This design comes from an exercise in tuning for small area on the open sky130 flow, not from production work.
The RTL was checked by simulation tests, not by an equivalence proof against the original design. The flow treats the clock pin as an ideal source, which a real chip does not have.

==> flow/design.v (outline; a module is shown in full before it is edited, if it fits) <==
// module nco_sin_rom: 138 lines
// module nco: 31 lines
// module cmpy_0: 28 lines
// module cmpy_mix: 2039 lines
// module acc_add: 196 lines
// module pacc_add: 287 lines
// module sum_add: 390 lines
// module pd_add: 278 lines
// module loop_filter: 25 lines
// module polar_costas: 76 lines
module polar_costas (
  input aclk,
  input aresetn,
  input signed [15:0] s_axis_i_tdata,
  input               s_axis_i_tvalid,
  output              s_axis_i_tready,
  input signed [15:0] s_axis_q_tdata,
  input               s_axis_q_tvalid,
  output              s_axis_q_tready,
  output signed [15:0] m_axis_i_sync_tdata,
  output               m_axis_i_sync_tvalid,
  input                m_axis_i_sync_tready,
  output signed [15:0] m_axis_q_sync_tdata,
  output               m_axis_q_sync_tvalid,
  input                m_axis_q_sync_tready
);
  // ...
==> flow/run.sh <==
#!/bin/bash
# synth_recipe.tcl (not shown) runs the flow's synth.tcl, then flattens the netlist and writes it again
# the make line also repeats each setting of config.mk as NAME=value (left out here)
make -C /OpenROAD-flow-scripts/flow DESIGN_CONFIG=/design/flow/config.mk WORK_HOME=/design/flow/orfs CLKGATE_MAP_FILE= SYNTH_SCRIPT=/design/flow/synth_recipe.tcl finish
==> flow/config.mk <==
export PLATFORM = sky130hd
export DESIGN_NAME = polar_costas
export DESIGN_NICKNAME = polar_costas
export VERILOG_FILES = /design/flow/design.v
export SDC_FILE = /design/flow/constraint.sdc
export NUM_CORES = 4
export LEC_CHECK = 0
export ABC_AREA = 1
export CAP_MARGIN = 20
export CORE_MARGIN = 2
export CORE_UTILIZATION = 40
export CTS_CLUSTER_DIAMETER = 100
export CTS_CLUSTER_SIZE = 30
export SLEW_MARGIN = 20
==> flow/constraint.sdc <==
create_clock -name core_clock -period 10.0 [get_ports {aclk}]
set_input_delay 2.0000 -clock core_clock [delete_from_list [all_inputs] [get_ports {aclk}]]
set_output_delay 2.0000 -clock core_clock [all_outputs]
set_load 0.01 [all_outputs]
==> reports/qor.csv, run 1 <==
metric;value;unit
Synth Area in Adders;0.145;
top cells by count, synth;edfxtp_1, inv_1, xor2_1;
SO Faults;design-rule violations;
dominant synthesized flop cell;edfxtp_1;
Non-clk bufs;188;
DR pass1 iterations;48;
cell mode on critical path;nand2_1;
seq_cells;2481;
post-route ant nets;0;
Worst Min Path Start;nco.phd[61]$_DFF_P_;
worst slew pin tran;1.11;ns
IO buf count;69;
Congestion Overflow GR;0;
Post-Syn Area per Cell;15.2;sq um
Critical Path Max Stage Delay;0.92;ns
Tcrit/Tclk final;0.773;
Setup-failing EPs final;0;
HPWL after DPL;145;mm
io pins;74;
H-tree levels;3;
Clk pin slew, worst setup/hold paths;0.12;ns
total clock buffers created by CTS;102;
share of cells above drive strength 1;0.0537;
most common cell in the netlist;edfxtp_1;
well tap count;3533;
fin. max-slew vios;0;
status;complete, but fails checks;
setup_tns;0;ns
DP Area;111000;sq um
worst path cell trace;buf_4 > xor2_1 > inv_1 > xor2_1 > fa_1 > fa_1 > fa_1 > fa_1 > fa_1 > fa_1 > inv_1 > ha_1 > a21oi_1 > nand2_1 > nor2_1 > nand2_1 > nand2_1 > nand2_1 > nand2_1 > nand2_1 > nand2_1 > nand2_1 > fa_1 > xor2_1;
Synth Instances;7023;
post-synth top area cell;edfxtp_1;
finished layout cell area;115000;sq um
wire per inst;20.8;um
DRC;8;
==> run 2: changes to the inputs <==
--- a/flow/config.mk
+++ b/flow/config.mk
@@ -11,4 +11,4 @@
 export CORE_UTILIZATION = 40
-export CTS_CLUSTER_DIAMETER = 100
-export CTS_CLUSTER_SIZE = 30
+export CTS_CLUSTER_DIAMETER = 70
+export CTS_CLUSTER_SIZE = 34
 export SLEW_MARGIN = 20
==> reports/qor.csv, run 2 <==
metric;value;unit;change
status;complete, but fails checks;;unchanged
SO Faults;design-rule violations;;unchanged
DR pass1 iterations;48;;unchanged
IO buf count;69;;unchanged
setup_tns;0;ns;unchanged
critical path capture point type;register;;unchanged
largest register by flop count;lp.dl;;unchanged
Initial DRC Count;5187;;was 4951
Clk Latency, worst-skew pair;0.83;ns;was 0.84 ns
HPWL after DPL;145;mm;unchanged
# clock sinks;2481;;unchanged
Post-CTS Setup Bufs;0;;unchanged
Die Ht;520;um;unchanged
cells resized by post-CTS repair;0;;unchanged
Global Route Usage Sum;0.162;;about the same
post-route ant nets;0;;unchanged
number of synthesized flops with an enable pin;2048;;unchanged
H-tree levels;3;;unchanged
most common cell in the netlist;edfxtp_1;;unchanged
hold path depth;0;;unchanged
Congestion Overflow GR;0;;unchanged
vias in the first global route;55017;;was 55032
Post-Syn Area per Cell;15.2;sq um;unchanged
RSZ-0062 raised after global routing;no;;unchanged
fill count;23414;;was 23457
first-pass GRT wire length;339;mm;about the same
post-synthesis async set-or-reset flop share;0.0609;;unchanged
full die area;271000;sq um;unchanged
CTS tree;done;;unchanged
Non-Filler Instances;10610;;was 10590
Clk pin slew, worst setup/hold paths;0.12;ns;about the same
top cells by count, synth;edfxtp_1, inv_1, xor2_1;;unchanged
Setup Crit Path Kind;register to register;;unchanged
fin. max-slew vios;0;;unchanged
flop2flop setup slack;2.22;ns;was 2.27 ns
Cells after DPL;10414;;unchanged
most frequent cells in the layout;edfxtp_1, inv_1, xor2_1;;unchanged
fmax;129;MHz;about the same
Startpoint Class;register;;unchanged
io pins;74;;unchanged
# rows;189;;unchanged
max reg flops;2048;;unchanged
total number of vias;53553;;was 53629
Post-Route WL;220;mm;was 221 mm
RD Place Congestion;0.894;;unchanged
max cap viols;0;;unchanged
Yosys top cell area share;0.577;;unchanged
YS warnings;6;;unchanged
Die X;520;um;unchanged
Synth area leaders;edfxtp_1, fa_1, dfxtp_1;;unchanged
library cells used by synthesis;55;;unchanged
area of the multi-input gates;31900;sq um;unchanged
Hold Slack;0.324;ns;was 0.300 ns
total clock buffers created by CTS;110;;was 102
dominant synthesized flop cell;edfxtp_1;;unchanged
Crit Reg-Reg Startpoint;cmpy.ns3$_DFF_P_;;unchanged
P&R area growth vs syn;8.45;%;was 7.73%
post-synth top area cell;edfxtp_1;;unchanged
Syn Std Cell Area;107000;sq um;unchanged
hold bufs inserted after CTS;0;;unchanged
Reg area;70900;sq um;unchanged
share of cells above drive strength 1;0.0613;;was 0.0537
Final Critical Period;7.78;ns;was 7.73 ns
clock skew;0.0745;ns;was 0.124 ns
buffer levels on the longest clock path;3;;unchanged
largest net degree at the start of global routing;227;;unchanged
worst path required time;10.70;ns;was 10.71 ns
signal arrival time at the worst endpoint;8.48;ns;was 8.44 ns
clk root buf;clkbuf_16;;unchanged
antenna violations before repair;3;;unchanged
#FFs+latches synth;2481;;unchanged
DRC;4;;was 8
relative slew slack;0.232;;was 0.257
Top Registers;lp.dl x2048, nco.phd x70;;unchanged
CORE AREA;265000;sq um;unchanged
Util after Layout;0.436;;was 0.433
nets;7924;;was 7916
Hold Path Class;register to register;;unchanged
worst r2r path cells;24;;unchanged
wire per inst;20.8;um;about the same
Worst Min Path Start;cmpy.s2[35]$_DFF_P_;;was nco.phd[61]$_DFF_P_
worst slew pin tran;1.15;ns;was 1.11 ns
sequential cell area fraction in the yosys report;0.666;;unchanged
Synth Instances;7023;;unchanged
Tcrit/Tclk final;0.778;;was 0.773
Worst Path Max Fanout;17;;unchanged
final hold violation count;0;;unchanged
commonest non-fill, non-tap cell in the layout;edfxtp_1;;unchanged
R2R Path End;cmpy.mix.im[31]$_DFF_P_;;unchanged
Vias per Instance;5.05;;was 5.06
Setup-failing EPs final;0;;unchanged
initial core utilization;0.402;;unchanged
Endpoint, Worst Hold;cmpy.s3[25]$_DFF_P_;;was cmpy.s1[1]$_DFF_P_
## run 2: cell counts after synthesis
Identical to the previous run, type by type.
## run 2: how the worst max path moves through the flow
stage          cells past startpoint                       to        startpoint
6_report                          24  cmpy.mix.im[31]$_DFF_P_  cmpy.ns3$_DFF_P_
5_1_grt                           24  cmpy.mix.im[31]$_DFF_P_  cmpy.ns3$_DFF_P_
4_1_cts                           24  cmpy.mix.im[31]$_DFF_P_  cmpy.ns3$_DFF_P_
3_5_place_dp                      24  cmpy.mix.im[31]$_DFF_P_  cmpy.ns3$_DFF_P_
3_3_place_gp                      24  cmpy.mix.im[31]$_DFF_P_  cmpy.ns3$_DFF_P_
2_1_floorplan                     22     lp.sum[34]$_DFF_PN0_      v4$_DFF_PN0_
## run 2: critical path, stage by stage (launching register included)
cell,delay (ns)
dfxtp_1,0.34
buf_4,0.44
xor2_1,0.95
inv_1,0.60
xor2_1,0.33
fa_1,0.54
fa_1,0.62
fa_1,0.46
fa_1,0.40
fa_1,0.48
fa_1,0.53
inv_1,0.05
ha_1,0.34
a21oi_1,0.15
nand2_1,0.08
nor2_1,0.11
nand2_1,0.16
nand2_1,0.10
nand2_1,0.12
nand2_1,0.10
nand2_1,0.09
nand2_1,0.07
nand2_1,0.06
fa_1,0.38
xor2_1,0.16
## run 2: metrics by stage
step | area (sq um) | worst slack, ns
finish | 116000 | 2.22
CTS | 115000 | 2.32
global route | 116000 | 1.87
floorplan | 107000 | -7.09
global placement | 111000 | 2.26
detailed placement | 111000 | 2.32
## run 2: per-layer routing
metal,wire length (um),GRT usage,vias up,share of wire
met5,8,0,-,0.000036
li1,-,-,24211,-
met1,101000,0.238,27284,0.46
met4,11200,0.0736,2,0.051
met2,96600,0.241,1618,0.44
met3,11600,0.0224,438,0.053
## run 2: logic make-up (layout without fill, tap and decap cells)
| group | count (synthesis) | after routing | share of synthesized area |
|---|---|---|---|
| XOR/XNOR | 733 | 733 | 0.0624 |
| flip-flops | 2481 | 2481 | 0.666 |
| buffers and inverters | 1000 | 1052 | 0.0383 |
| AO/OA/AOI/OAI | 799 | 799 | 0.0454 |
| multiplexers | 6 | 6 | 0.000611 |
| AND/OR/NAND/NOR | 1113 | 1113 | 0.0430 |
| adder cells (fa/ha/maj) | 890 | 890 | 0.145 |
| other | 1 | 3 | 0.0000352 |
## run 2: final cells by class
type,instances,area share
Sequential cell,2481,0.614
Multi-Input combinational cell,3543,0.276
Tap cell,3533,0.0383
Clock buffer,116,0.0241
Inverter,672,0.0218
Timing Repair Buffer,188,0.0147
Clock inverter,76,0.0112
Antenna cell,1,0.0000217
==> run 3: changes to the inputs <==
--- a/flow/config.mk
+++ b/flow/config.mk
@@ -11,4 +11,3 @@
 export CORE_UTILIZATION = 40
-export CTS_CLUSTER_DIAMETER = 70
-export CTS_CLUSTER_SIZE = 34
+export GPL_TIMING_DRIVEN = 0
 export SLEW_MARGIN = 20
==> reports/qor.csv, run 3 <==
metric;value;unit;change
buffer levels on the longest clock path;4;;was 3
# rows;189;;unchanged
Vias per Instance;5.12;;was 5.05
Post-Route WL;289;mm;was 220 mm
most common cell in the netlist;edfxtp_1;;unchanged
largest register by flop count;lp.dl;;unchanged
dominant synthesized flop cell;edfxtp_1;;unchanged
Congestion Overflow GR;0;;unchanged
full die area;271000;sq um;unchanged
Critical Path Max Stage Delay;0.79;ns;was 0.95 ns
Clk pin slew, worst setup/hold paths;0.06;ns;was 0.12 ns
most frequent cells in the layout;edfxtp_1, inv_1, xor2_1;;unchanged
#FFs+latches synth;2481;;unchanged
Post-CTS Setup Bufs;0;;unchanged
Endpoint, Worst Hold;cmpy.s2[40]$_DFF_P_;;was cmpy.s3[25]$_DFF_P_
Crit Reg-Reg Startpoint;cmpy.s3[7]$_DFF_P_;;was cmpy.ns3$_DFF_P_
nets;8331;;was 7924
RSZ-0062 raised after global routing;no;;unchanged
final setup margin;0.905;ns;was 2.22 ns
top cells by count, synth;edfxtp_1, inv_1, xor2_1;;unchanged
total number of vias;57081;;was 53553
share of cells above drive strength 1;0.0895;;was 0.0613
post-synth top area cell;edfxtp_1;;unchanged
CORE AREA;265000;sq um;unchanged
Worst Min Path Start;cmpy.s1[40]$_DFF_P_;;was cmpy.s2[35]$_DFF_P_
Setup Crit Path Kind;register to register;;unchanged
status;complete, but fails checks;;unchanged
Util after Layout;0.457;;was 0.436
Clk Latency, worst-skew pair;0.85;ns;was 0.83 ns
hold path depth;0;;unchanged
critical path capture point type;register;;unchanged
number of synthesized flops with an enable pin;2048;;unchanged
Non-Filler Instances;11143;;was 10610
vias in the first global route;58610;;was 55017
total clock buffers created by CTS;266;;was 110
P&R area growth vs syn;13.8;%;was 8.45%
cell mode on critical path;nand2_1;;unchanged
H-tree levels;5;;was 3
Synth Instances;7023;;unchanged
Post-Syn Area per Cell;15.2;sq um;unchanged
fmax;110;MHz;was 129 MHz
post-synthesis async set-or-reset flop share;0.0609;;unchanged
fin. max-slew vios;0;;unchanged
RD Place Congestion;1.02;;was 0.894
CTS tree;done;;unchanged
IO buf count;69;;unchanged
initial core utilization;0.402;;unchanged
first-pass GRT wire length;415;mm;was 339 mm
YS warnings;6;;unchanged
crit path from;cmpy.s3[7]$_DFF_P_;;was cmpy.ns3$_DFF_P_
Worst Path Max Fanout;10;;was 17
DRC;2;;was 4
commonest non-fill, non-tap cell in the layout;edfxtp_1;;unchanged
HPWL after DPL;206;mm;was 145 mm
post-route ant nets;0;;unchanged
hold bufs inserted after CTS;0;;unchanged
setup slack at placement;1.19;ns;was 2.32 ns
flop2flop setup slack;0.91;ns;was 2.22 ns
Syn Std Cell Area;107000;sq um;unchanged
SO Faults;design-rule violations;;unchanged
Final Critical Period;9.09;ns;was 7.78 ns
library cells used by synthesis;55;;unchanged
Synth area leaders;edfxtp_1, fa_1, dfxtp_1;;unchanged
Global Route Usage Sum;0.213;;was 0.162
max cap viols;0;;unchanged
largest net degree at the start of global routing;90;;was 227
sequential cell area fraction in the yosys report;0.666;;unchanged
wire per inst;26.0;um;was 20.8 um
antenna violations before repair;10;;was 3
Startpoint Class;register;;unchanged
R2R Path End;cmpy.mix.re[31]$_DFF_P_;;was cmpy.mix.im[31]$_DFF_P_
Hold Path Class;register to register;;unchanged
cells resized by post-CTS repair;0;;unchanged
clock skew;0.0973;ns;was 0.0745 ns
Die Ht;520;um;unchanged
final hold violation count;0;;unchanged
worst slew pin tran;1.37;ns;was 1.15 ns
Worst path slowest cell;nor2_1;;was xor2_1
max reg flops;2048;;unchanged
signal arrival time at the worst endpoint;9.73;ns;was 8.48 ns
clk root buf;clkbuf_16;;unchanged
Yosys top cell area share;0.577;;unchanged
Cells after DPL;10668;;was 10414
io pins;74;;unchanged
# clock sinks;2481;;unchanged
worst r2r path cells;28;;was 24
relative slew slack;0.0879;;was 0.232
Top Registers;lp.dl x2048, nco.phd x70;;unchanged
worst path required time;10.64;ns;was 10.70 ns
Die X;520;um;unchanged
Initial DRC Count;5464;;was 5187
DR pass1 iterations;48;;unchanged
Tcrit/Tclk final;0.909;;was 0.778
fill count;23180;;was 23414
Setup-failing EPs final;0;;unchanged
## run 3: layer usage
metal,up-vias,wire length (um),track usage
met4,4,17600,0.113
met5,-,41,0.00105
met1,29309,131000,0.310
met3,597,16500,0.0326
li1,25219,-,-
met2,1952,124000,0.309
## run 3: worst max-delay path: cells and delay by family (launching register included)
kind,cells,cell delay [ns]
buffers and inverters,4,1.27
XOR/XNOR,3,1.19
AND/OR/NAND/NOR,11,1.95
flip-flops,1,0.33
adder cells (fa/ha/maj),8,3.61
AO/OA/AOI/OAI,2,0.52
## run 3: worst max-delay path by stage
stage,to,slack [ns]
3_3_place_gp,lp.sum[31]$_DFF_PN0_,-13.21
5_1_grt,cmpy.mix.re[31]$_DFF_P_,0.57
4_1_cts,cmpy.mix.re[31]$_DFF_P_,1.17
6_report,cmpy.mix.re[31]$_DFF_P_,0.91
3_5_place_dp,cmpy.mix.re[31]$_DFF_P_,1.19
2_1_floorplan,lp.sum[34]$_DFF_PN0_,-7.09
## run 3: cell type report
type / count / area [sq um] / area share
buffer: 328 / 1610 / 0.0132
tap: 3533 / 4420 / 0.0365
sequential: 2481 / 70900 / 0.585
multi-input combinational: 3543 / 31700 / 0.262
timing repair buffer: 111 / 1750 / 0.0144
clock buffer: 338 / 7230 / 0.0596
inverter: 672 / 2520 / 0.0208
clock inverter: 129 / 1080 / 0.00893
antenna: 8 / 20.0 / 0.000165
## run 3: kinds of logic (layout without fill, tap and decap cells)
logic type                 Yosys count  after routing  share of synthesized area
xor gates and xnor gates           733            733                     0.0624
DFF                               2481           2481                      0.666
AOI/OAI and AO/OA                  799            799                     0.0454
buffers and inverters             1000           1578                     0.0383
adders and majority gates          890            890                      0.145
muxes                                6              6                   0.000611
and+or+nand+nor                   1113           1113                     0.0430
other                                1             10                  0.0000352
## run 3: metrics by stage
| step | setup TNS [ns] | cell area, sq um | hold WS (ns) |
|---|---|---|---|
| 5_1_grt | 0 | 121000 | 0.284 |
| 3_5_place_dp | 0 | 113000 | 0.312 |
| 4_1_cts | 0 | 121000 | 0.274 |
| 2_1_floorplan | -9788.66 | 107000 | 0.310 |
| 6_report | 0 | 121000 | 0.288 |
| 3_3_place_gp | - | 112000 | 0.311 |
==> run 4: changes to the inputs <==
==> flow/flow/run.sh (new file) <==
#!/bin/bash
# Standard layout, with clock-tree synthesis told not to add dummy loads.
set -e
export CTS_ARGS="-sink_clustering_enable -repair_clock_nets -dont_use_dummy_load -sink_clustering_size 30 -sink_clustering_max_diameter 100"
bash standard.sh > standard.log 2>&1
==> flow/standard.sh (new file) <==
#!/bin/bash
# synth_recipe.tcl (not shown) runs the flow's synth.tcl, then flattens the netlist and writes it again
# the make line also repeats each setting of config.mk as NAME=value (left out here)
make -C /OpenROAD-flow-scripts/flow DESIGN_CONFIG=/design/flow/config.mk WORK_HOME=/design/flow/orfs CLKGATE_MAP_FILE= SYNTH_SCRIPT=/design/flow/synth_recipe.tcl "${@:-finish}"
--- a/flow/config.mk
+++ b/flow/config.mk
@@ -11,3 +11,4 @@
 export CORE_UTILIZATION = 40
-export GPL_TIMING_DRIVEN = 0
+export CTS_CLUSTER_DIAMETER = 100
+export CTS_CLUSTER_SIZE = 30
 export SLEW_MARGIN = 20
removed: flow/run.sh
==> reports/qor.csv, run 4 <==
metric;value;unit;change
Crit Reg-Reg Startpoint;cmpy.ns3$_DFF_P_;;was cmpy.s3[7]$_DFF_P_
HPWL after DPL;145;mm;was 206 mm
Initial DRC Count;5094;;was 5464
buffer levels on the longest clock path;3;;was 4
post-synth top area cell;edfxtp_1;;unchanged
top cells by count, synth;edfxtp_1, inv_1, xor2_1;;unchanged
worst path cell trace;buf_4 > xor2_1 > inv_1 > xor2_1 > fa_1 > fa_1 > fa_1 > fa_1 > fa_1 > fa_1 > inv_1 > ha_1 > a21oi_1 > nand2_1 > nor2_1 > nand2_1 > nand2_1 > nand2_1 > nand2_1 > nand2_1 > nand2_1 > nand2_1 > fa_1 > xor2_1;;
post-route ant nets;0;;unchanged
Global Route Usage Sum;0.162;;was 0.213
Worst Min Path Start;cmpy.s1[3]$_DFF_P_;;was cmpy.s1[40]$_DFF_P_
YS warnings;6;;unchanged
share of cells above drive strength 1;0.0502;;was 0.0895
Worst path slowest cell;xor2_1;;was nor2_1
P&R area growth vs syn;7.02;%;was 13.8%
Tcrit/Tclk final;0.772;;was 0.909
antenna violations before repair;3;;was 10
worst slew pin tran;1.11;ns;was 1.37 ns
Worst Path Max Fanout;17;;was 10
largest register by flop count;lp.dl;;unchanged
Yosys top cell area share;0.577;;unchanged
Syn Std Cell Area;107000;sq um;unchanged
relative slew slack;0.258;;was 0.0879
io pins;74;;unchanged
Final Critical Period;7.72;ns;was 9.09 ns
total clock buffers created by CTS;102;;was 266
#FFs+latches synth;2481;;unchanged
Top Registers;lp.dl x2048, nco.phd x70;;unchanged
total number of vias;53481;;was 57081
Die Ht;520;um;unchanged
cells resized by post-CTS repair;0;;unchanged
sequential cell area fraction in the yosys report;0.666;;unchanged
SO Faults;design-rule violations;;unchanged
fmax;129;MHz;was 110 MHz
initial core utilization;0.402;;unchanged
worst path bufs/invs;3;;was 4
# clock sinks;2481;;unchanged
final setup margin;2.28;ns;was 0.905 ns
fill count;23515;;was 23180
hold path depth;0;;unchanged
CTS tree;done;;unchanged
IO buf count;69;;unchanged
Clk pin slew, worst setup/hold paths;0.11;ns;was 0.06 ns
first-pass GRT wire length;338;mm;was 415 mm
largest net degree at the start of global routing;227;;was 90
number of synthesized flops with an enable pin;2048;;unchanged
Clk Latency, worst-skew pair;0.79;ns;was 0.85 ns
library cells used by synthesis;55;;unchanged
final hold violation count;0;;unchanged
Hold Path Class;register to register;;unchanged
Critical Path Max Stage Delay;0.92;ns;was 0.79 ns
most common cell in the netlist;edfxtp_1;;unchanged
dominant synthesized flop cell;edfxtp_1;;unchanged
nets;7916;;was 8331
max reg flops;2048;;unchanged
Setup-failing EPs final;0;;unchanged
Endpoint, Worst Hold;cmpy.s2[3]$_DFF_P_;;was cmpy.s2[40]$_DFF_P_
status;complete, but fails checks;;unchanged
flop2flop setup slack;2.28;ns;was 0.91 ns
RD Place Congestion;0.894;;was 1.02
R2R Path End;cmpy.mix.im[31]$_DFF_P_;;was cmpy.mix.re[31]$_DFF_P_
critical path capture point type;register;;unchanged
vias in the first global route;55004;;was 58610
post-synthesis async set-or-reset flop share;0.0609;;unchanged
setup_tns;0;ns;unchanged
most frequent cells in the layout;edfxtp_1, inv_1, xor2_1;;unchanged
worst r2r path cells;24;;was 28
Synth area leaders;edfxtp_1, fa_1, dfxtp_1;;unchanged
Post-Syn Area per Cell;15.2;sq um;unchanged
fin. max-slew vios;0;;unchanged
Synth Instances;7023;;unchanged
RSZ-0062 raised after global routing;no;;unchanged
CORE AREA;265000;sq um;unchanged
Setup Crit Path Kind;register to register;;unchanged
clock skew;0.154;ns;was 0.0973 ns
clk root buf;clkbuf_16;;unchanged
full die area;271000;sq um;unchanged
setup slack at placement;2.32;ns;was 1.19 ns
# rows;189;;unchanged
Startpoint Class;register;;unchanged
Post-CTS Setup Bufs;0;;unchanged
signal arrival time at the worst endpoint;8.36;ns;was 9.73 ns
max cap viols;0;;unchanged
Vias per Instance;5.08;;was 5.12
Post-Route WL;221;mm;was 289 mm
critical path's top delay family;adder cells;;unchanged
Die X;520;um;unchanged
worst path required time;10.64;ns;about the same
cell mode on critical path;nand2_1;;unchanged
wire per inst;21.0;um;was 26.0 um
DR pass1 iterations;49;;was 48
commonest non-fill, non-tap cell in the layout;edfxtp_1;;unchanged
Congestion Overflow GR;0;;unchanged
hold bufs inserted after CTS;0;;unchanged
DRC;4;;was 2
H-tree levels;3;;was 5
run 4: how the worst max path moves through the flow:
stage                           from                 endpoint  cells past startpoint
floorplan               v4$_DFF_PN0_     lp.sum[34]$_DFF_PN0_                     22
global placement    cmpy.ns3$_DFF_P_  cmpy.mix.im[31]$_DFF_P_                     24
detailed placement  cmpy.ns3$_DFF_P_  cmpy.mix.im[31]$_DFF_P_                     24
CTS                 cmpy.ns3$_DFF_P_  cmpy.mix.im[31]$_DFF_P_                     24
global route        cmpy.ns3$_DFF_P_  cmpy.mix.im[31]$_DFF_P_                     24
finish              cmpy.ns3$_DFF_P_  cmpy.mix.im[31]$_DFF_P_                     24
run 4: worst register-to-register path, cell delays in order (launching register included):
cell     delay (ns)
dfxtp_1        0.34
buf_4          0.45
xor2_1         0.94
inv_1          0.59
xor2_1         0.32
fa_1           0.55
fa_1           0.62
fa_1           0.46
fa_1           0.40
fa_1           0.49
fa_1           0.53
inv_1          0.05
ha_1           0.34
a21oi_1        0.15
nand2_1        0.08
nor2_1         0.11
nand2_1        0.16
nand2_1        0.10
nand2_1        0.12
nand2_1        0.10
nand2_1        0.09
nand2_1        0.07
nand2_1        0.06
fa_1           0.38
xor2_1         0.16
run 4: final cells by class:
cell class,instances,area [sq um],share of cell area
sequential,2481,70900,0.622
multi-input combinational,3543,31900,0.280
tap,3533,4420,0.0388
clock buffer,102,2550,0.0224
inverter,672,2520,0.0221
timing repair buffer,188,1700,0.0149
antenna,1,2.50,0.0000219
run 4: metrics by stage:
| stage | instances | util | instance area (sq um) | hold slack, ns |
|---|---|---|---|---|
| after floorplan | 7024 | - | 107000 | 0.310 |
| after global placement | 10414 | 0.420 | 111000 | 0.314 |
| after detailed placement | 10414 | 0.420 | 111000 | 0.312 |
| after CTS | 10516 | 0.430 | 114000 | 0.287 |
| after global routing | 10520 | 0.430 | 114000 | 0.286 |
| final | 10520 | 0.430 | 114000 | 0.285 |
run 4: per-layer routing:
layer | GRT usage | up-vias | share of wire
met5 | 0 | - | 0.000036
met4 | 0.0710 | 2 | 0.048
met3 | 0.0234 | 417 | 0.055
met1 | 0.238 | 27355 | 0.46
li1 | - | 24107 | -
met2 | 0.241 | 1600 | 0.44
run 4: logic make-up (layout without fill, tap and decap cells):
kind of cell,Yosys count,count (layout),synth area share
other cells,1,3,0.0000352
buf+inv,1000,962,0.0383
xor+xnor,733,733,0.0624
mux,6,6,0.000611
compound gates,799,799,0.0454
simple gates,1113,1113,0.0430
fa+ha+maj,890,890,0.145
flops,2481,2481,0.666
==> run 5: changes to the inputs <==
==> flow/flow/run.sh (replaced) <==
#!/bin/bash
# The standard layout, with clock-tree synthesis given larger sink clusters,
# no dummy loads and no non-default routing rule on the clock nets.
set -e
export CTS_ARGS="-sink_clustering_enable -repair_clock_nets -dont_use_dummy_load -apply_ndr none -sink_clustering_size 30 -sink_clustering_max_diameter 100"
bash standard.sh > standard.log 2>&1
--- a/flow/config.mk
+++ b/flow/config.mk
@@ -11,4 +11,2 @@
 export CORE_UTILIZATION = 40
-export CTS_CLUSTER_DIAMETER = 100
-export CTS_CLUSTER_SIZE = 30
 export SLEW_MARGIN = 20
==> reports/qor.csv, run 5 <==
metric;value;unit;change
status;complete, no violations;;was complete, but fails checks
Post-Syn Area per Cell;15.2;sq um;unchanged
fill count;23515;;unchanged
Die X;520;um;unchanged
top cells by count, synth;edfxtp_1, inv_1, xor2_1;;unchanged
hold bufs inserted after CTS;0;;unchanged
Cells after DPL;10414;;unchanged
Util after Layout;0.430;;unchanged
#FFs+latches synth;2481;;unchanged
signal arrival time at the worst endpoint;8.37;ns;was 8.36 ns
Clk Latency, worst-skew pair;0.77;ns;was 0.79 ns
Clk pin slew, worst setup/hold paths;0.11;ns;about the same
Post-CTS Setup Bufs;0;;unchanged
total clock buffers created by CTS;102;;unchanged
number of synthesized flops with an enable pin;2048;;unchanged
Die Ht;520;um;unchanged
IO buf count;69;;unchanged
Startpoint Class;register;;unchanged
max cap viols;0;;unchanged
commonest non-fill, non-tap cell in the layout;edfxtp_1;;unchanged
P&R area growth vs syn;7.02;%;unchanged
Final Critical Period;7.74;ns;was 7.72 ns
final hold violation count;0;;unchanged
HPWL after DPL;145;mm;unchanged
Non-Filler Instances;10520;;unchanged
RD Place Congestion;0.894;;unchanged
H-tree levels;3;;unchanged
cell mode on critical path;nand2_1;;unchanged
buffer levels on the longest clock path;3;;unchanged
clk root buf;clkbuf_16;;unchanged
# rows;189;;unchanged
Hold Path Class;register to register;;unchanged
Critical Path Max Stage Delay;0.93;ns;was 0.92 ns
Yosys top cell area share;0.577;;unchanged
nets;7916;;unchanged
relative slew slack;0.253;;was 0.258
post-route ant nets;0;;unchanged
# clock sinks;2481;;unchanged
vias in the first global route;54999;;was 55004
CORE AREA;265000;sq um;unchanged
Worst Path Max Fanout;17;;unchanged
most common cell in the netlist;edfxtp_1;;unchanged
worst path required time;10.63;ns;was 10.64 ns
full die area;271000;sq um;unchanged
initial core utilization;0.402;;unchanged
post-synth top area cell;edfxtp_1;;unchanged
Reg area;70900;sq um;unchanged
clock skew;0.154;ns;about the same
critical path capture point type;register;;unchanged
library cells used by synthesis;55;;unchanged
cells resized by post-CTS repair;0;;unchanged
share of cells above drive strength 1;0.0502;;unchanged
antenna violations before repair;3;;unchanged
post-synthesis async set-or-reset flop share;0.0609;;unchanged
Setup-failing EPs final;0;;unchanged
Global Route Usage Sum;0.160;;was 0.162
Vias per Instance;5.09;;was 5.08
wire per inst;21.0;um;about the same
Congestion Overflow GR;0;;unchanged
total number of vias;53530;;was 53481
Crit. path cell count;24;;unchanged
max reg flops;2048;;unchanged
worst slew pin tran;1.12;ns;was 1.11 ns
Worst path slowest cell;xor2_1;;unchanged
area of the multi-input gates;31900;sq um;unchanged
fmax;129;MHz;about the same
hold path depth;0;;unchanged
io pins;74;;unchanged
Tcrit/Tclk final;0.774;;was 0.772
DRC;0;;was 4
worst path bufs/invs;3;;unchanged
Top Registers;lp.dl x2048, nco.phd x70;;unchanged
Synth area leaders;edfxtp_1, fa_1, dfxtp_1;;unchanged
largest net degree at the start of global routing;227;;unchanged
first-pass GRT wire length;338;mm;about the same
Initial DRC Count;5198;;was 5094
Synth Instances;7023;;unchanged
CTS tree;done;;unchanged
sequential cell area fraction in the yosys report;0.666;;unchanged
most frequent cells in the layout;edfxtp_1, inv_1, xor2_1;;unchanged
critical path's top delay family;adder cells;;unchanged
Syn Std Cell Area;107000;sq um;unchanged
worst path cell trace;buf_4 > xor2_1 > inv_1 > xor2_1 > fa_1 > fa_1 > fa_1 > fa_1 > fa_1 > fa_1 > inv_1 > ha_1 > a21oi_1 > nand2_1 > nor2_1 > nand2_1 > nand2_1 > nand2_1 > nand2_1 > nand2_1 > nand2_1 > nand2_1 > fa_1 > xor2_1;;unchanged
YS warnings;6;;unchanged
RSZ-0062 raised after global routing;no;;unchanged
fin. max-slew vios;0;;unchanged
Post-Route WL;221;mm;about the same
dominant synthesized flop cell;edfxtp_1;;unchanged
Setup Crit Path Kind;register to register;;unchanged
worst r2r path cells;24;;unchanged
DR pass1 iterations;7;;was 49
largest register by flop count;lp.dl;;unchanged
[run 5: metal layers]
| layer | routed length [um] | track usage |
|---|---|---|
| met1 | 101000 | 0.238 |
| met3 | 11800 | 0.0186 |
| met5 | 8 | 0 |
| met4 | 10600 | 0.0647 |
| met2 | 96800 | 0.241 |
[run 5: worst paths after layout]
check,start,to,slack (ns)
max in group asynchronous,aresetn,v4$_DFF_PN0_,7.14
max,cmpy.ns3$_DFF_P_,cmpy.mix.im[31]$_DFF_P_,2.26
min,cmpy.s1[3]$_DFF_P_,cmpy.s2[3]$_DFF_P_,0.28
max reg2reg,cmpy.ns3$_DFF_P_,cmpy.mix.im[31]$_DFF_P_,2.26
min in group asynchronous,aresetn,nco.acc[27]$_DFF_PN0_,1.28
min reg2reg,cmpy.s1[3]$_DFF_P_,cmpy.s2[3]$_DFF_P_,0.28
[run 5: layout make-up]
class | count | area share
clock buffer | 102 | 0.0224
multi-input combinational | 3543 | 0.280
timing repair buffer | 188 | 0.0149
tap | 3533 | 0.0388
sequential | 2481 | 0.622
antenna | 1 | 0.0000219
inverter | 672 | 0.0221
[run 5: kinds of logic after synthesis]
family	synth area share
AOI/OAI and AO/OA	0.0454
xor gates and xnor gates	0.0624
adders and majority gates	0.145
buffers and inverters	0.0383
DFF	0.666
muxes	0.000611
other	0.0000352
and+or+nand+nor	0.0430
[run 5: through the flow]
step | TNS (ns) | hold WS [ns] | instance area (sq um) | setup slack, ns
after global placement | 0 | 0.314 | 111000 | 2.26
final | 0 | 0.285 | 114000 | 2.26
after CTS | 0 | 0.287 | 114000 | 2.31
after floorplan | -9788.66 | 0.310 | 107000 | -7.09
after global routing | 0 | 0.286 | 114000 | 1.87
after detailed placement | 0 | 0.312 | 111000 | 2.32
==> run 6: changes to the inputs <==
==> flow/flow/run.sh (replaced) <==
#!/bin/bash
# Own flow: the standard ORFS layout (standard.sh) with two changes.
#  1. Synthesis runs synth_recipe.tcl with one more option on yosys synth,
#     -noabc, which drops the quick ABC pass inside synth's fine stage, so that
#     extract_fa sees the design's adder trees as written. Everything else
#     (-nofsm -noshare, the ORFS synthesis script, flattening and renaming) is
#     unchanged.
#  2. Clock-tree synthesis uses larger sink clusters, no dummy loads and no
#     non-default routing rule on the clock nets.
set -euo pipefail
sed 's/yosys synth -nofsm -noshare {\*}\$args/yosys synth -nofsm -noshare -noabc {*}$args/' synth_recipe.tcl > synth_noabc.tcl
grep -q -- '-noabc' synth_noabc.tcl
sed "s#SYNTH_SCRIPT=[^ ]*#SYNTH_SCRIPT=$PWD/synth_noabc.tcl#" standard.sh > standard_noabc.sh
grep -q 'synth_noabc.tcl' standard_noabc.sh
export CTS_ARGS="-sink_clustering_enable -repair_clock_nets -dont_use_dummy_load -apply_ndr none -sink_clustering_size 30 -sink_clustering_max_diameter 100"
bash standard_noabc.sh > standard.log 2>&1
==> reports/qor.csv, run 6 <==
metric;value;unit;change
H-tree levels;3;;unchanged
relative slew slack;0.242;;was 0.253
commonest non-fill, non-tap cell in the layout;edfxtp_1;;unchanged
Non-Filler Instances;10323;;was 10520
status;complete, no violations;;unchanged
Tcrit/Tclk final;0.789;;was 0.774
Congestion Overflow GR;0;;unchanged
Clk pin slew, worst setup/hold paths;0.10;ns;was 0.11 ns
YS warnings;6;;unchanged
post-route ant nets;0;;unchanged
full die area;269000;sq um;was 271000 sq um
Vias per Instance;5.13;;was 5.09
signal arrival time at the worst endpoint;8.53;ns;was 8.37 ns
hold bufs inserted after CTS;0;;unchanged
Die X;519;um;was 520 um
most common cell in the netlist;edfxtp_1;;unchanged
top cells by count, synth;edfxtp_1, nand2_1, xor2_1;;was edfxtp_1, inv_1, xor2_1
nets;7749;;was 7916
initial core utilization;0.403;;was 0.402
Setup-failing EPs final;0;;unchanged
most frequent cells in the layout;edfxtp_1, nand2_1, xor2_1;;was edfxtp_1, inv_1, xor2_1
largest register by flop count;lp.dl;;unchanged
largest family of logic cells by synthesized area;adder cells;;unchanged
cell mode on critical path;nand2_1;;unchanged
total clock buffers created by CTS;102;;unchanged
number of synthesized flops with an enable pin;2048;;unchanged
Reg area;70900;sq um;unchanged
Global Route Usage Sum;0.159;;was 0.160
Synth Instances;6841;;was 7023
critical path capture point type;register;;unchanged
Post-CTS Setup Bufs;0;;unchanged
dominant synthesized flop cell;edfxtp_1;;unchanged
max reg flops;2048;;unchanged
Syn Std Cell Area;106000;sq um;was 107000 sq um
cells resized by post-CTS repair;0;;unchanged
IO buf count;69;;unchanged
Initial DRC Count;5249;;was 5198
Final Critical Period;7.89;ns;was 7.74 ns
worst slew pin tran;1.13;ns;was 1.12 ns
Post-Syn Area per Cell;15.5;sq um;was 15.2 sq um
Yosys top cell area share;0.581;;was 0.577
Cells after DPL;10214;;was 10414
buffer levels on the longest clock path;3;;unchanged
DRC;0;;unchanged
CORE AREA;263000;sq um;was 265000 sq um
Setup Crit Path Kind;register to register;;unchanged
#FFs+latches synth;2481;;unchanged
HPWL after DPL;140;mm;was 145 mm
share of cells above drive strength 1;0.0584;;was 0.0502
post-synthesis mux area share;0.000106;;was 0.000611
Synth area leaders;edfxtp_1, fa_1, dfxtp_1;;unchanged
wire per inst;21.2;um;was 21.0 um
worst path required time;10.64;ns;was 10.63 ns
P&R area growth vs syn;7.25;%;was 7.02%
DP Area;111000;sq um;about the same
finished layout cell area;114000;sq um;about the same
Util after Layout;0.432;;was 0.430
# clock sinks;2481;;unchanged
Synth Area in Simple Gates;0.0446;;was 0.0430
area of the multi-input gates;32100;sq um;was 31900 sq um
largest net degree at the start of global routing;194;;was 227
fmax;127;MHz;was 129 MHz
xor/xnor share of the synthesized area;0.0593;;was 0.0624
sequential cell area fraction in the yosys report;0.670;;was 0.666
Worst Path Max Fanout;13;;was 17
io pins;74;;unchanged
Startpoint Class;register;;unchanged
Clk Latency, worst-skew pair;0.78;ns;was 0.77 ns
Die Ht;519;um;was 520 um
critical path's top delay family;adder cells;;unchanged
final hold violation count;0;;unchanged
library cells used by synthesis;56;;was 55
DR pass1 iterations;5;;was 7
clk root buf;clkbuf_16;;unchanged
# rows;188;;was 189
max cap viols;0;;unchanged
first-pass GRT wire length;334;mm;was 338 mm
antenna violations before repair;8;;was 3
Top Registers;lp.dl x2048, nco.phd x70;;unchanged
Worst path slowest cell;dfxtp_2;;was xor2_1
fill count;23501;;was 23515
Synth Area in Compound Gates;0.0443;;was 0.0454
clock skew;0.114;ns;was 0.154 ns
fin. max-slew vios;0;;unchanged
Critical Path Max Stage Delay;0.69;ns;was 0.93 ns
total number of vias;52950;;was 53530
RSZ-0062 raised after global routing;no;;unchanged
Post-Route WL;219;mm;was 221 mm
post-synthesis async set-or-reset flop share;0.0609;;unchanged
worst path bufs/invs;2;;was 3
Synth Area in Adders;0.149;;was 0.145
RD Place Congestion;0.879;;was 0.894
post-synth top area cell;edfxtp_1;;unchanged
vias in the first global route;53570;;was 54999
CTS tree;done;;unchanged
Hold Path Class;register to register;;unchanged
[run 6: changes by cell type after synthesis, moves of 8 or more]
cell,before,now
nand2_1,600,637
buf_4,47,58
buf_2,66,44
buf_1,21,29
inv_2,18,28
nor3_1,13,5
xnor2_1,105,96
nor2_1,263,199
nand3_1,177,193
xor2_2,12,3
fa_1,568,584
inv_1,650,493
o211ai_1,18,9
o21bai_1,12,1
[run 6: path summary, 6_finish.rpt]
check	from	end	slack (ns)	cells past startpoint
worst max-delay path	cmpy.mix.im[31]$_DFF_P_	lp.sum[34]$_DFF_PN0_	2.11	31
worst min-delay path	nco.vld[0]$_DFF_PN0_	nco.vld[1]$_DFF_PN0_	0.30	0
worst max register to register	cmpy.mix.im[31]$_DFF_P_	lp.sum[34]$_DFF_PN0_	2.11	31
worst min register to register	nco.vld[0]$_DFF_PN0_	nco.vld[1]$_DFF_PN0_	0.30	0
max in group asynchronous	aresetn	lp.cnt[2]$_DFFE_PN0P_	6.92	3
min in group asynchronous	aresetn	v1$_DFF_PN0_	1.16	1
[run 6: metal layers]
layer  up-vias  track usage  wire length, um
met5         -            0                0
met3       396       0.0227            13100
met1     27246        0.236           100000
met4         0       0.0598             9920
met2      1617        0.237            95700
li1      23691            -                -
[run 6: area by class of cell]
| type | instances | share of cell area |
|---|---|---|
| Inverter | 523 | 0.0173 |
| Clock buffer | 102 | 0.0225 |
| Timing Repair Buffer | 184 | 0.0144 |
| Tap cell | 3515 | 0.0387 |
| Antenna cell | 6 | 0.000132 |
| Sequential cell | 2481 | 0.624 |
| Multi-Input combinational cell | 3512 | 0.283 |
[run 6: logic make-up after synthesis]
group / count (synthesis)
flip-flops: 2481
AND/OR/NAND/NOR: 1115
XOR/XNOR: 707
adder cells (fa/ha/maj): 907
AO/OA/AOI/OAI: 780
buffers and inverters: 849
other: 1
multiplexers: 1
[run 6: stage by stage]
| step | setup slack (ns) | setup TNS [ns] | hold slack [ns] |
|---|---|---|---|
| finish | 2.11 | 0 | 0.295 |
| global route | 1.72 | 0 | 0.307 |
| CTS | 2.12 | 0 | 0.299 |
| detailed placement | 2.11 | 0 | 0.312 |
| global placement | 2.15 | 0 | 0.310 |
| floorplan | -7.03 | -9785.82 | 0.310 |
==> run 7: changes to the inputs <==
==> flow/flow/run.sh (replaced) <==
#!/bin/bash
# Own flow: the standard ORFS layout (standard.sh) with these changes.
#  1. Synthesis runs synth_recipe.tcl with one more option on yosys synth,
#     -noabc, which drops the quick ABC pass inside synth's fine stage, so that
#     extract_fa sees the design's adder trees as written; and the final ABC
#     mapping uses flow/abc_area.script (area-oriented mapping with &nf)
#     in place of ORFS's abc_area.script. Everything else (-nofsm -noshare,
#     the ORFS synthesis script, dfflibmap, flattening and renaming) is
#     unchanged, so the registers are those of the standard synthesis.
#  2. Clock-tree synthesis uses larger sink clusters, no dummy loads and no
#     non-default routing rule on the clock nets.
#  3. Every input and output port still gets its buffer (buffer_ports), of the
#     smallest buffer cell; the resizer sizes it up where timing needs it.
set -euo pipefail
W=$PWD
sed 's/yosys synth -nofsm -noshare {\*}\$args/yosys synth -nofsm -noshare -noabc {*}$args/' synth_recipe.tcl > synth_own.tmp
grep -q -- '-noabc' synth_own.tmp
{
  head -n 1 synth_own.tmp
  cat <<EOF
proc abc {args} {
  set i [lsearch \$args -script]
  if {\$i >= 0} { lset args [expr {\$i + 1}] $W/flow/abc_area.script }
  yosys abc {*}\$args
}
EOF
  tail -n +2 synth_own.tmp
} > synth_own.tcl
sed "s#SYNTH_SCRIPT=[^ ]*#SYNTH_SCRIPT=$W/synth_own.tcl#" standard.sh > standard_own.sh
grep -q 'synth_own.tcl' standard_own.sh
export CTS_ARGS="-sink_clustering_enable -repair_clock_nets -dont_use_dummy_load -apply_ndr none -sink_clustering_size 30 -sink_clustering_max_diameter 100"
export BUFFER_PORTS_ARGS="-buffer_cell sky130_fd_sc_hd__buf_1"
bash standard_own.sh > standard.log 2>&1
==> flow/flow/abc_area.script (new file) <==
strash
&get -n
&fraig -x
&put
scorr
dc2
strash
&get -n
&dch -f
&nf -R 1000
&put
topo
stime -c
--- a/flow/config.mk
+++ b/flow/config.mk
@@ -10,3 +10,3 @@
 export CORE_MARGIN = 2
-export CORE_UTILIZATION = 40
+export CORE_UTILIZATION = 55
 export SLEW_MARGIN = 20
==> reports/qor.csv, run 7 <==
metric;value;unit;change
Syn Std Cell Area;103000;sq um;was 106000 sq um
relative slew slack;0.233;;was 0.242
Worst Min Path Start;nco.phd[5]$_DFF_P_;;was nco.vld[0]$_DFF_PN0_
CTS tree;done;;unchanged
Clk Latency, worst-skew pair;0.79;ns;was 0.78 ns
# clock sinks;2481;;unchanged
Top Registers;lp.dl x2048, nco.phd x70;;unchanged
full die area;191000;sq um;was 269000 sq um
total clock buffers created by CTS;99;;was 102
max cap viols;0;;unchanged
flop2flop setup slack;1.26;ns;was 2.11 ns
initial core utilization;0.555;;was 0.403
critical path capture point type;register;;unchanged
post-route ant nets;0;;unchanged
most frequent cells in the layout;edfxtp_1, fa_1, xnor2_1;;was edfxtp_1, nand2_1, xor2_1
Critical Path Max Stage Delay;0.51;ns;was 0.69 ns
top cells by count, synth;edfxtp_1, fa_1, xnor2_1;;was edfxtp_1, nand2_1, xor2_1
hold bufs inserted after CTS;0;;unchanged
Die Ht;437;um;was 519 um
Post-Syn Area per Cell;17.3;sq um;was 15.5 sq um
hold path depth;0;;unchanged
#FFs+latches synth;2481;;unchanged
H-tree levels;3;;unchanged
Setup Crit Path Kind;register to register;;unchanged
Synth Instances;5948;;was 6841
Post-Route WL;213;mm;was 219 mm
Crit Reg-Reg Startpoint;cmpy.mix.im[0]$_DFF_P_;;was cmpy.mix.im[31]$_DFF_P_
Die X;437;um;was 519 um
DRC;0;;unchanged
wire per inst;24.5;um;was 21.2 um
setup_tns;0;ns;unchanged
Startpoint Class;register;;unchanged
Cells after DPL;8607;;was 10214
library cells used by synthesis;50;;was 56
worst r2r path cells;47;;was 31
Post-CTS Setup Bufs;0;;unchanged
Vias per Instance;5.75;;was 5.13
RSZ-0062 raised after global routing;no;;unchanged
Non-Filler Instances;8708;;was 10323
number of synthesized flops with an enable pin;2048;;unchanged
antenna violations before repair;2;;was 8
sequential cell area fraction in the yosys report;0.688;;was 0.670
YS warnings;6;;unchanged
IO buf count;69;;unchanged
CORE AREA;186000;sq um;was 263000 sq um
vias in the first global route;51211;;was 53570
commonest non-fill, non-tap cell in the layout;edfxtp_1;;unchanged
DR pass1 iterations;8;;was 5
HPWL after DPL;140;mm;about the same
signal arrival time at the worst endpoint;9.45;ns;was 8.53 ns
Setup-failing EPs final;0;;unchanged
post-synthesis async set-or-reset flop share;0.0609;;unchanged
max reg flops;2048;;unchanged
Clk pin slew, worst setup/hold paths;0.11;ns;was 0.10 ns
Util after Layout;0.595;;was 0.432
fin. max-slew vios;0;;unchanged
worst slew pin tran;1.15;ns;was 1.13 ns
RD Place Congestion;0.909;;was 0.879
first-pass GRT wire length;322;mm;was 334 mm
Hold Slack;0.278;ns;was 0.295 ns
most common cell in the netlist;edfxtp_1;;unchanged
io pins;74;;unchanged
R2R Path End;lp.sum[36]$_DFF_PN0_;;was lp.sum[34]$_DFF_PN0_
largest net degree at the start of global routing;209;;was 194
Congestion Overflow GR;0;;unchanged
Tcrit/Tclk final;0.874;;was 0.789
Endpoint, Worst Hold;nco.phd[15]$_DFF_P_;;was nco.vld[1]$_DFF_PN0_
clk root buf;clkbuf_16;;unchanged
Yosys top cell area share;0.597;;was 0.581
Worst path slowest cell;fa_1;;was dfxtp_2
post-synth top area cell;edfxtp_1;;unchanged
dominant synthesized flop cell;edfxtp_1;;unchanged
# rows;158;;was 188
fmax;114;MHz;was 127 MHz
clock skew;0.124;ns;was 0.114 ns
largest register by flop count;lp.dl;;unchanged
Initial DRC Count;4672;;was 5249
buffer levels on the longest clock path;3;;unchanged
P&R area growth vs syn;7.30;%;was 7.25%
cells resized by post-CTS repair;0;;unchanged
Final Critical Period;8.74;ns;was 7.89 ns
status;complete, no violations;;unchanged
Global Route Usage Sum;0.223;;was 0.159
nets;7174;;was 7749
share of cells above drive strength 1;0.0580;;was 0.0584
final hold violation count;0;;unchanged
worst path required time;10.71;ns;was 10.64 ns
Synth area leaders;edfxtp_1, fa_1, dfxtp_1;;unchanged
Worst Path Max Fanout;2;;was 13
total number of vias;50076;;was 52950
Hold Path Class;register to register;;unchanged
-- run 7: cell types whose count changed after synthesis, sizes merged, moves of 393 or more --
| cell | change |
|---|---|
| xnor2 | +445 |
| a22oi | +450 |
| nand2 | -393 |
| inv | -521 |
| o22ai | -437 |
| xor2 | -451 |
-- run 7: metrics by stage --
step / area (sq um) / setup slack, ns
after floorplan: 103000 / -10.31
after global placement: 108000 / 1.11
after detailed placement: 108000 / 1.04
after CTS: 111000 / 1.11
after global routing: 111000 / 0.517
final: 111000 / 1.26
-- run 7: worst max-delay path: cells and delay by family (launching register included) --
family	cells	cell delay, ns
buffers and inverters	3	0.23
AND/OR/NAND/NOR	24	2.66
AO/OA/AOI/OAI	11	2.18
flip-flops	1	0.32
XOR/XNOR	1	0.16
adder cells (fa/ha/maj)	8	3.17
-- run 7: layout make-up --
cell class	instances	area (sq um)
Tap cell	2480	3100
Fill cell	13980	75200
Inverter	285	1070
Sequential cell	2481	71000
Timing Repair Buffer	214	1430
Multi-Input combinational cell	3148	31600
Antenna cell	1	2.50
Clock buffer	99	2480
-- run 7: worst max path at each step --
stage	start	end	slack (ns)	cells past startpoint
after floorplan	v4$_DFF_PN0_	lp.sum[36]$_DFF_PN0_	-10.31	40
after global placement	cmpy.mix.re[31]$_DFF_P_	lp.sum[36]$_DFF_PN0_	1.11	47
after detailed placement	cmpy.mix.re[31]$_DFF_P_	lp.sum[36]$_DFF_PN0_	1.04	47
after CTS	cmpy.mix.re[31]$_DFF_P_	lp.sum[36]$_DFF_PN0_	1.11	47
after global routing	cmpy.mix.re[31]$_DFF_P_	lp.sum[36]$_DFF_PN0_	0.52	46
final	cmpy.mix.im[0]$_DFF_P_	lp.sum[36]$_DFF_PN0_	1.26	47
-- run 7: cell families after synthesis --
family / synth area share
XOR/XNOR: 0.0596
multiplexers: 0.00147
AO/OA/AOI/OAI: 0.0599
buffers and inverters: 0.0129
other: 0.0000364
adder cells (fa/ha/maj): 0.153
flip-flops: 0.688
AND/OR/NAND/NOR: 0.0255
-- run 7: per-layer routing --
metal  share of wire  GRT usage  vias up
met2            0.46      0.349     1452
met1            0.45      0.331    25960
met4           0.038     0.0711        0
li1                -          -    22259
met5               0          0        -
met3           0.052     0.0238      405
==> run 8: changes to the inputs <==
--- a/flow/config.mk
+++ b/flow/config.mk
@@ -10,3 +10,3 @@
 export CORE_MARGIN = 2
-export CORE_UTILIZATION = 55
+export CORE_UTILIZATION = 40
 export SLEW_MARGIN = 20
==> reports/qor.csv, run 8 <==
metric;value;unit;change
status;complete, no violations;;unchanged
share of cells above drive strength 1;0.0594;;was 0.0580
DR pass1 iterations;6;;was 8
Post-Syn Area per Cell;17.3;sq um;unchanged
worst path required time;10.71;ns;about the same
setup_tns;0;ns;unchanged
Post-CTS Setup Bufs;0;;unchanged
max cap viols;0;;unchanged
top cells by count, synth;edfxtp_1, fa_1, xnor2_1;;unchanged
DRC;0;;unchanged
full die area;262000;sq um;was 191000 sq um
library cells used by synthesis;50;;unchanged
Global Route Usage Sum;0.157;;was 0.223
initial core utilization;0.402;;was 0.555
# clock sinks;2481;;unchanged
max reg flops;2048;;unchanged
RD Place Congestion;0.880;;was 0.909
Clk pin slew, worst setup/hold paths;0.11;ns;about the same
most common cell in the netlist;edfxtp_1;;unchanged
Hold Path Class;register to register;;unchanged
buffer levels on the longest clock path;3;;unchanged
first-pass GRT wire length;321;mm;was 322 mm
total clock buffers created by CTS;101;;was 99
worst slew pin tran;1.04;ns;was 1.15 ns
largest register by flop count;lp.dl;;unchanged
Worst path slowest cell;dfxtp_2;;was fa_1
Die Ht;512;um;was 437 um
Worst Path Max Fanout;14;;was 2
relative slew slack;0.304;;was 0.233
vias in the first global route;51087;;was 51211
# rows;186;;was 158
finished layout cell area;112000;sq um;was 111000 sq um
Clk Latency, worst-skew pair;0.82;ns;was 0.79 ns
P&R area growth vs syn;8.67;%;was 7.30%
Syn Std Cell Area;103000;sq um;unchanged
IO buf count;69;;unchanged
area of the multi-input gates;31700;sq um;was 31600 sq um
dominant synthesized flop cell;edfxtp_1;;unchanged
final hold violation count;0;;unchanged
Setup-failing EPs final;0;;unchanged
Util after Layout;0.437;;was 0.595
most frequent cells in the layout;edfxtp_1, fa_1, xnor2_1;;unchanged
#FFs+latches synth;2481;;unchanged
fill count;22438;;was 13980
fin. max-slew vios;0;;unchanged
Top Registers;lp.dl x2048, nco.phd x70;;unchanged
critical path capture point type;register;;unchanged
io pins;74;;unchanged
Synth Instances;5948;;unchanged
fmax;110;MHz;was 114 MHz
post-synthesis mux area share;0.00147;;unchanged
Critical Path Max Stage Delay;0.59;ns;was 0.51 ns
sequential cell area fraction in the yosys report;0.688;;unchanged
signal arrival time at the worst endpoint;9.78;ns;was 9.45 ns
Startpoint Class;register;;unchanged
Congestion Overflow GR;0;;unchanged
CTS tree;done;;unchanged
H-tree levels;3;;unchanged
post-synth top area cell;edfxtp_1;;unchanged
total number of vias;50096;;was 50076
Synth Area in Compound Gates;0.0599;;unchanged
largest family of logic cells by synthesized area;adder cells;;unchanged
HPWL after DPL;137;mm;was 140 mm
cells resized by post-CTS repair;0;;unchanged
YS warnings;6;;unchanged
Vias per Instance;5.20;;was 5.75
DP Area;109000;sq um;was 108000 sq um
Post-Route WL;211;mm;was 213 mm
Yosys top cell area share;0.597;;unchanged
post-synthesis async set-or-reset flop share;0.0609;;unchanged
largest net degree at the start of global routing;225;;was 209
clk root buf;clkbuf_16;;unchanged
wire per inst;21.9;um;was 24.5 um
commonest non-fill, non-tap cell in the layout;edfxtp_1;;unchanged
Setup Crit Path Kind;register to register;;unchanged
Synth area leaders;edfxtp_1, fa_1, dfxtp_1;;unchanged
hold bufs inserted after CTS;0;;unchanged
post-route ant nets;0;;unchanged
Initial DRC Count;4759;;was 4672
clock skew;0.116;ns;was 0.124 ns
xor/xnor share of the synthesized area;0.0596;;unchanged
Die X;512;um;was 437 um
antenna violations before repair;4;;was 2
Synth Area in Adders;0.153;;unchanged
RSZ-0062 raised after global routing;no;;unchanged
nets;7188;;was 7174
CORE AREA;256000;sq um;was 186000 sq um
number of synthesized flops with an enable pin;2048;;unchanged
Synth Area in Simple Gates;0.0255;;unchanged
Reg area;71000;sq um;about the same
Final Critical Period;9.07;ns;was 8.74 ns
Tcrit/Tclk final;0.907;;was 0.874
[run 8: kinds of logic after synthesis]
kind of cell               Yosys count
AOI/OAI and AO/OA                  930
adders and majority gates          907
xor gates and xnor gates           701
buffers and inverters              320
and+or+nand+nor                    593
DFF                               2481
other                                1
muxes                               15
[run 8: worst max-delay path, delay by kind of cell, from the launching register on]
kind / cells / cell delay [ns]
compound gates: 11 / 2.25
simple gates: 24 / 2.54
xor+xnor: 1 / 0.15
buf+inv: 3 / 0.23
flops: 1 / 0.59
fa+ha+maj: 8 / 3.22
[run 8: per-layer routing]
layer,vias to the layer above,share of wire,GRT usage
met4,6,0.040,0.0523
met3,378,0.060,0.0218
met1,25895,0.47,0.240
li1,22310,-,-
met5,-,0.00021,0
met2,1507,0.43,0.231
[run 8: area by class of cell]
cell class	instances	share of cell area
sequential	2481	0.633
multi-input combinational	3148	0.283
tap	3384	0.0378
clock buffer	101	0.0226
timing repair buffer	226	0.0138
inverter	285	0.00957
antenna	3	0.0000670
[run 8: final timing paths]
path / start / end / slack [ns] / cells after the start
min in group asynchronous: aresetn / pacc[27]$_DFF_PN0_ / 1.21 / 1
setup reg to reg: cmpy.mix.im[31]$_DFF_P_ / lp.sum[36]$_DFF_PN0_ / 0.93 / 47
max in group asynchronous: aresetn / lp.sum[30]$_DFF_PN0_ / 6.90 / 3
hold reg to reg: cmpy.s2[28]$_DFF_P_ / cmpy.s3[18]$_DFF_P_ / 0.30 / 0
setup / recovery: cmpy.mix.im[31]$_DFF_P_ / lp.sum[36]$_DFF_PN0_ / 0.93 / 47
hold / removal: cmpy.s2[28]$_DFF_P_ / cmpy.s3[18]$_DFF_P_ / 0.30 / 0
[run 8: per-stage QoR]
step	setup slack [ns]	hold slack, ns	std cells
after global placement	0.883	0.311	9522
after global routing	0.103	0.305	9625
final	0.934	0.298	9628
after CTS	0.778	0.304	9623
after floorplan	-10.31	0.310	5949
after detailed placement	0.818	0.312	9522
==> run 9: changes to the inputs <==
--- a/flow/flow/run.sh
+++ b/flow/flow/run.sh
@@ -30,3 +30,3 @@
 grep -q 'synth_own.tcl' standard_own.sh
-export CTS_ARGS="-sink_clustering_enable -repair_clock_nets -dont_use_dummy_load -apply_ndr none -sink_clustering_size 30 -sink_clustering_max_diameter 100"
+export CTS_ARGS="-sink_clustering_enable -repair_clock_nets -dont_use_dummy_load -apply_ndr none -sink_clustering_size 36 -sink_clustering_max_diameter 60"
 export BUFFER_PORTS_ARGS="-buffer_cell sky130_fd_sc_hd__buf_1"
--- a/flow/config.mk
+++ b/flow/config.mk
@@ -8,5 +8,5 @@
 export ABC_AREA = 1
-export CAP_MARGIN = 20
+export CAP_MARGIN = 5
 export CORE_MARGIN = 2
-export CORE_UTILIZATION = 40
-export SLEW_MARGIN = 20
+export CORE_UTILIZATION = 55
+export SLEW_MARGIN = 5
==> reports/qor.csv, run 9 <==
metric;value;unit;change
buffer levels on the longest clock path;3;;unchanged
P&R area growth vs syn;8.16;%;was 8.67%
Synth area leaders;edfxtp_1, fa_1, dfxtp_1;;unchanged
max reg flops;2048;;unchanged
Yosys top cell area share;0.597;;unchanged
Setup Crit Path Kind;register to register;;unchanged
Congestion Overflow GR;0;;unchanged
fill count;13874;;was 22438
fmax;114;MHz;was 110 MHz
total clock buffers created by CTS;136;;was 101
Post-Route WL;214;mm;was 211 mm
Cells after DPL;8606;;was 9522
# clock sinks;2481;;unchanged
Clk Latency, worst-skew pair;0.82;ns;about the same
final hold violation count;0;;unchanged
Post-CTS Setup Bufs;0;;unchanged
fin. max-slew vios;0;;unchanged
most common cell in the netlist;edfxtp_1;;unchanged
status;complete, no violations;;unchanged
finished layout cell area;112000;sq um;about the same
Die X;437;um;was 512 um
IO buf count;69;;unchanged
Top Registers;lp.dl x2048, nco.phd x70;;unchanged
Tcrit/Tclk final;0.876;;was 0.907
DR pass1 iterations;6;;unchanged
Hold Slack;0.269;ns;was 0.298 ns
antenna violations before repair;6;;was 4
H-tree levels;4;;was 3
most frequent cells in the layout;edfxtp_1, fa_1, xnor2_1;;unchanged
CORE AREA;186000;sq um;was 256000 sq um
first-pass GRT wire length;324;mm;was 321 mm
worst r2r path cells;47;;unchanged
sequential cell area fraction in the yosys report;0.688;;unchanged
library cells used by synthesis;50;;unchanged
Clk pin slew, worst setup/hold paths;0.11;ns;about the same
top cells by count, synth;edfxtp_1, fa_1, xnor2_1;;unchanged
HPWL after DPL;140;mm;was 137 mm
worst slew pin tran;1.16;ns;was 1.04 ns
Synth Instances;5948;;unchanged
total number of vias;50443;;was 50096
Startpoint Class;register;;unchanged
number of synthesized flops with an enable pin;2048;;unchanged
vias in the first global route;51279;;was 51087
share of cells above drive strength 1;0.0632;;was 0.0594
hold path depth;0;;unchanged
-- run 9: cell types whose count changed in the layout (fill, tap and decap cells not counted), moves of 4 or more --
cell	previous run	this run
xnor2_4	5	1
xor2_4	15	8
xnor2_2	11	15
xor2_2	8	17
clkbuf_16	101	136
buf_4	148	139
-- run 9: stage by stage --
stage	util	setup slack, ns
2_1_floorplan	-	-10.31
3_3_place_gp	0.582	1.11
3_5_place_dp	0.582	1.05
4_1_cts	0.600	1.08
5_1_grt	0.600	0.477
6_report	0.600	1.24
-- run 9: path summary, 6_finish.rpt --
path / from / end / slack [ns]
max: cmpy.mix.im[0]$_DFF_P_ / lp.sum[36]$_DFF_PN0_ / 1.24
min: nco.phd[5]$_DFF_P_ / nco.phd[15]$_DFF_P_ / 0.27
max reg2reg: cmpy.mix.im[0]$_DFF_P_ / lp.sum[36]$_DFF_PN0_ / 1.24
min reg2reg: nco.phd[5]$_DFF_P_ / nco.phd[15]$_DFF_P_ / 0.27
max in group asynchronous: aresetn / lp.sum[21]$_DFF_PN0_ / 6.65
min in group asynchronous: aresetn / nco.vld[7]$_DFF_PN0_ / 1.30
-- run 9: routing by layer --
layer  vias up  GRT usage  share of wire
li1      22338          -              -
met4         2     0.0712          0.038
met3       464     0.0276          0.055
met5         -          0       0.000070
met1     26110      0.332           0.45
met2      1529      0.348           0.46
-- run 9: cell families (layout without fill, tap and decap cells) --
family	Yosys count	count (layout)	share of synthesized area
flip-flops	2481	2481	0.688
AO/OA/AOI/OAI	930	930	0.0599
adder cells (fa/ha/maj)	907	907	0.153
XOR/XNOR	701	701	0.0596
AND/OR/NAND/NOR	593	593	0.0255
buffers and inverters	320	633	0.0129
multiplexers	15	15	0.00147
other	1	6	0.0000364
-- run 9: critical path: cells and delay by family (launching register included) --
family / cells / cell delay, ns
adders and majority gates: 8 / 3.16
and+or+nand+nor: 24 / 2.60
AOI/OAI and AO/OA: 11 / 2.18
DFF: 1 / 0.32
buffers and inverters: 3 / 0.23
xor gates and xnor gates: 1 / 0.16
-- run 9: layout make-up --
type	instances	area, sq um	area share
diodes	4	10.0	0.0000898
well taps	2480	3100	0.0278
repair buffers	212	1390	0.0124
flip-flops and latches	2481	71000	0.636
clock buffers	136	3400	0.0305
multi-input cells	3148	31600	0.283
inverters	285	1070	0.00962

re-timing with driven ports:
In the flow no input, the clock included, has a driving cell. The finished layouts below were timed again as built, in two steps.
Step 1: set_driving_cell puts a clkbuf_16 on aclk and a buf_2 on each other input, an assumption about the parent block.
Step 2 moves the port delays by t, midway between the first and last clock arrival at a register: inputs arrive t later, outputs are due t later. That takes back most of the time a late clock gives input paths.
Slacks: ideal / step 1 / step 2; pairs: ideal / step 1.
run	shift t [ns]	slack for setup (ns)	worst setup path after step 2	worst slew at a driven data input, ns
run 1	0.858	2.270 / 2.270 / 2.270	register to register	0.17
run 2	0.872	2.220 / 2.220 / 2.220	register to register	0.17
run 3	0.883	0.905 / 0.905 / 0.905	register to register	0.19
run 4	0.801	2.278 / 2.278 / 2.278	register to register	0.17
run 5	0.797	2.258 / 2.258 / 2.258	register to register	0.17
run 6	0.823	2.110 / 2.110 / 2.110	register to register	0.04
run 7	0.811	1.265 / 1.265 / 1.265	register to register	0.08
run 8	0.851	0.934 / 0.934 / 0.934	register to register	0.04
run 9	0.832	1.242 / 1.242 / 1.242	register to register	0.10
